This design comes from an exercise in tuning for small area on the open sky130 flow, not from production work. Where RTL was checked, it was by simulation tests only, not by an equivalence proof against the original. No activity file was given, so power comes from the tool's default toggle rates.

// uart
module uart (
    clk,
    reset,
    address,
    chipselect,
    writedata,
    readdata,
    write,
    read,
    uart_clk_out,
    uart_rx,
    uart_tx
);
Size in the first run: roughly 1400 cells after synthesis, about 21000 sq um of cells after synthesis.
Settings: LEC_CHECK=0, CAP_MARGIN=20, CORE_MARGIN=2, CORE_UTILIZATION=65, PLACE_DENSITY=0.75, SLEW_MARGIN=20; clock period 10.0 ns.
standard.sh (not shown) runs the stock make flow with config.mk's settings and CLKGATE_MAP_FILE= SYNTH_SCRIPT=/design/flow/synth_recipe.tcl, a recipe that flattens the netlist after the stock synthesis.
==> flow/flow/run.sh <==
#!/bin/bash
# Own layout flow: the standard ORFS flow (standard.sh, unchanged
# synthesis) with two placement/CTS arguments changed:
#  - port buffers use the smallest buffer (buf_1) instead of clkdlybuf4s50_1;
#  - clock tree: clkbuf_8 leaf buffers, 14-sink clusters, no dummy loads.
set -euo pipefail
export BUFFER_PORTS_ARGS="-buffer_cell sky130_fd_sc_hd__buf_1"
export CTS_ARGS="-sink_clustering_enable -repair_clock_nets -dont_use_dummy_load -buf_list sky130_fd_sc_hd__clkbuf_8 -sink_clustering_size 14 -sink_clustering_max_diameter 50"
bash standard.sh > standard_flow.log 2>&1
The baseline ran to the end with no violations.
Then changed:
==> flow/flow/run.sh (replaced) <==
#!/bin/bash
# Own layout flow: the standard ORFS flow (standard.sh, the standard flow's synthesis
# script) with these changes:
#  - Yosys's ABC step maps for area (flow/abc_area.script in place of ORFS's
#    abc_speed.script; the registers are mapped before ABC and do not change);
#  - port buffers use the smallest buffer (buf_1) instead of clkdlybuf4s50_1;
#  - clock tree: clkbuf_8 leaf buffers, 14-sink clusters, no dummy loads.
set -euo pipefail
here=$(pwd)
rm -rf "$here/scripts"
cp -r "$FLOW_HOME/scripts" "$here/scripts"
cp "$here/flow/abc_area.script" "$here/scripts/abc_speed.script"
export SCRIPTS_DIR="$here/scripts"
export BUFFER_PORTS_ARGS="-buffer_cell sky130_fd_sc_hd__buf_1"
export CTS_ARGS="-sink_clustering_enable -repair_clock_nets -dont_use_dummy_load -buf_list sky130_fd_sc_hd__clkbuf_8 -sink_clustering_size 18 -sink_clustering_max_diameter 60"
bash standard.sh > standard_flow.log 2>&1
==> flow/flow/abc_area.script (new file) <==
&get -n
&st
&dch
&nf -R 1000
&put
Outcome: Area after synthesis fell by 5.2%; final area is lower by 4.5%; global-route usage falls by 1.2 points; first-iteration DRC count grows by 14%; core utilization climbs by 0.93 points; routed wire length drops by 7.8%; hold slack gets better by 0.037 ns; sequential power shrinks by about 2%; synthesized cell count is lower by 8.6%; via count falls by 5.5%.
Then changed:
--- a/flow/flow/run.sh
+++ b/flow/flow/run.sh
@@ -15 +15 @@
-export CTS_ARGS="-sink_clustering_enable -repair_clock_nets -dont_use_dummy_load -buf_list sky130_fd_sc_hd__clkbuf_8 -sink_clustering_size 18 -sink_clustering_max_diameter 60"
+export CTS_ARGS="-sink_clustering_enable -repair_clock_nets -dont_use_dummy_load -buf_list sky130_fd_sc_hd__clkbuf_8 -sink_clustering_size 14 -sink_clustering_max_diameter 50"
Effect:
- setup slack is worse by 0.010 ns
- count of clock-buffer cells in the layout climbs by 10
- synthesized cell count stays the same
- clock skew drops by 0.015 ns
- via count climbs by about 0.47%
- sequential power stays flat
- combinational power is about the same
- die area is unchanged
- utilization climbs by 0.36 points
- non-clock buffer count drops by 1


Setup of the baseline:
uart, a different RTL version from the one above (not shown whole).
For scale: roughly 1500 cells after synthesis, roughly 500 flip-flops, about 22000 um2 of cells after synthesis.
export LEC_CHECK = 0
export CAP_MARGIN = 20
export CORE_MARGIN = 2
export CORE_UTILIZATION = 65
export CTS_BUF_LIST = sky130_fd_sc_hd__clkbuf_8
export CTS_CLUSTER_DIAMETER = 50
export CTS_CLUSTER_SIZE = 14
export PLACE_DENSITY = 0.75
export SLEW_MARGIN = 20
create_clock -name core_clock -period 10.0 [get_ports {clk}]
run.sh (not shown) runs the stock make flow with config.mk's settings and CLKGATE_MAP_FILE= SYNTH_SCRIPT=/design/flow/synth_recipe.tcl, a recipe that flattens the netlist after the stock synthesis.
Stock flow here: none of the scripts above is used.
#### Input delta (the candidate over the baseline)
- a deleted CTS_CLUSTER_SIZE that had been 14
- a change of CTS_BUF_LIST from sky130_fd_sc_hd__clkbuf_8 to sky130_fd_sc_hd__clkbuf_4
- a deleted CTS_CLUSTER_DIAMETER that had been 50
### Flow results
The candidate against the baseline: vias per cell fell 0.19, slack of the critical path now sits higher, net count of the finished layout went up, post-layout instance count excluding filler cells grew by about 7%.
Between the candidate and the baseline, the post-layout instance area is higher for the candidate.
Share of final layout cell area taken by clock buffers and inverters for the candidate is higher than for the baseline.
Changes observed in the candidate relative to the baseline: global-route usage went up 0.72 points; maximum clock frequency shows an increase of about 4%.
The candidate closes out successfully: all stages finished, all timing, DRC and antenna checks passed.
Worst endpoint data arrival time is lower on the candidate


uart, a different RTL version from the one above (not shown whole).
Size: ~1500 cells after synthesis, ~500 flip-flops, roughly 75 I/O pins, roughly 22000 µm² of cells after synthesis.
Settings: LEC_CHECK=0, CAP_MARGIN=20, CORE_MARGIN=2, CORE_UTILIZATION=65, CTS_BUF_LIST=sky130_fd_sc_hd__clkbuf_2, CTS_CLUSTER_SIZE=10, PLACE_DENSITY=0.75, SLEW_MARGIN=20; clock period 10.0 ns.
Then changed:
- CTS_BUF_LIST: sky130_fd_sc_hd__clkbuf_2 -> sky130_fd_sc_hd__clkbuf_4
- CTS_CLUSTER_SIZE: 10 -> not set
Wire length came out higher by 1.2%; maximum frequency goes down by 0.77%; sequential power is about the same; sequential cell count does not change; die area does not change; power goes up by 8.0%; utilization is higher by 1.6 points.
No functional check of the RTL was part of any run of this note.


wip/cedar:
uart, a different RTL version from the one above (not shown whole).
Size: ~1400 cells after synthesis, ~490 flip-flops, ~19000 sq um of cells after synthesis.
clock: 10.0 ns
lec_check: 0
cap_margin: 0
core_margin: 2
core_utilization: 65
place_density: 0.75
slew_margin: 0
standard.sh (not shown) runs the stock make flow with config.mk's settings and CLKGATE_MAP_FILE= SYNTH_SCRIPT=/design/flow/synth_recipe.tcl, a recipe that flattens the netlist after the stock synthesis.
==> flow/flow/run.sh <==
#!/bin/bash
# Own layout flow: the standard ORFS flow (standard.sh, the standard flow's synthesis
# script) with these changes:
#  - Yosys's ABC step maps for area (flow/abc_area.script in place of ORFS's
#    abc_speed.script; the registers are mapped before ABC and do not change);
#  - port buffers use the smallest buffer (buf_1) instead of clkdlybuf4s50_1;
#  - clock tree: clkbuf_8 leaf buffers, 18-sink clusters, no dummy loads.
set -euo pipefail
here=$(pwd)
rm -rf "$here/scripts"
cp -r "$FLOW_HOME/scripts" "$here/scripts"
cp "$here/flow/abc_area.script" "$here/scripts/abc_speed.script"
export SCRIPTS_DIR="$here/scripts"
export BUFFER_PORTS_ARGS="-buffer_cell sky130_fd_sc_hd__buf_1"
export CTS_ARGS="-sink_clustering_enable -repair_clock_nets -dont_use_dummy_load -buf_list sky130_fd_sc_hd__clkbuf_8 -sink_clustering_size 18 -sink_clustering_max_diameter 60"
bash standard.sh > standard_flow.log 2>&1
==> flow/flow/abc_area.script <==
strash
dch -f
amap
wip/cedar ran to completion and came out clean on the timing, design-rule and antenna checks.
Changes in wip/amber relative to wip/cedar:
Settings: CAP_MARGIN changed from 0 to 20; SLEW_MARGIN changed from 0 to 20; PLACE_DENSITY changed from 0.75 to 0.88; CORE_UTILIZATION changed from 65 to 80.
Findings:
Measured against each other, wip/cedar and wip/amber differ in part of the total power dissipated in combinational logic, the higher figure coming from wip/amber.
Looking at switching part of the total power, wip/amber sits 0.60 points higher than wip/cedar does.
Buffer share of cell area essentially unchanged between wip/amber and wip/cedar.
wip/amber has more setup slack than wip/cedar.
Comparing wip/cedar and wip/amber, the lower required time of the critical path was measured on wip/amber.
wip/amber vs wip/cedar — final standard cell area without fillers dropped slightly
Core region area: higher on wip/cedar
Core utilization was higher in wip/amber than in wip/cedar.
What wip/umber does differently from wip/amber at the input level:
Settings: PLACE_DENSITY changed from 0.88 to 0.75; CORE_UTILIZATION changed from 80 to 65.
==> comparison <==
[compare] base=wip/amber new=wip/umber: clock power share shows an increase of 0.3 points; largest net degree at the start of global routing shows an increase of 19%; slew of the pin with the lowest slew margin shows a reduction of 47 ps.

-- re-timing with driven ports --
Ports are ideal in the flow. The routed layouts listed here were re-timed in OpenROAD.
Step 1 (the two cells are an assumption about what drives the block):
set clk [get_ports {clk}]
set_driving_cell -lib_cell sky130_fd_sc_hd__clkbuf_16 $clk
set_driving_cell -lib_cell sky130_fd_sc_hd__buf_2 [delete_from_list [all_inputs] $clk]
Step 2 also shifts input and output timing later by t, the mid clock arrival at the registers, as if the neighbouring blocks saw the same clock.
Slacks: no drivers / after step 1 / after step 2; pairs: no drivers / after step 1.
run	t (ns)	setup WS [ns]	worst setup path after step 2
the first run of note 1	0.631	5.687 / 5.717 / 5.086	input to register
the second run of note 1	0.609	5.561 / 5.561 / 5.230	input to register
the third run of note 1	0.597	5.551 / 5.551 / 5.240	input to register
the baseline	0.667	4.884 / 4.908 / 4.241	input to register
the candidate	0.832	5.088 / 5.113 / 4.281	input to register
the first run of note 3	1.054	5.233 / 5.233 / 5.068	input to register
the second run of note 3	0.867	5.196 / 5.196 / 5.089	input to register
wip/cedar	0.597	4.929 / 4.929 / 4.601	input to register
wip/amber	0.599	5.152 / 5.152 / 4.914	input to register
wip/umber	0.599	4.931 / 4.931 / 4.589	input to register
After both steps every run listed still meets setup and hold. The setup slack of the candidate, which loses most, moves by +0.025 ns with the drivers and by -0.807 ns with both steps.
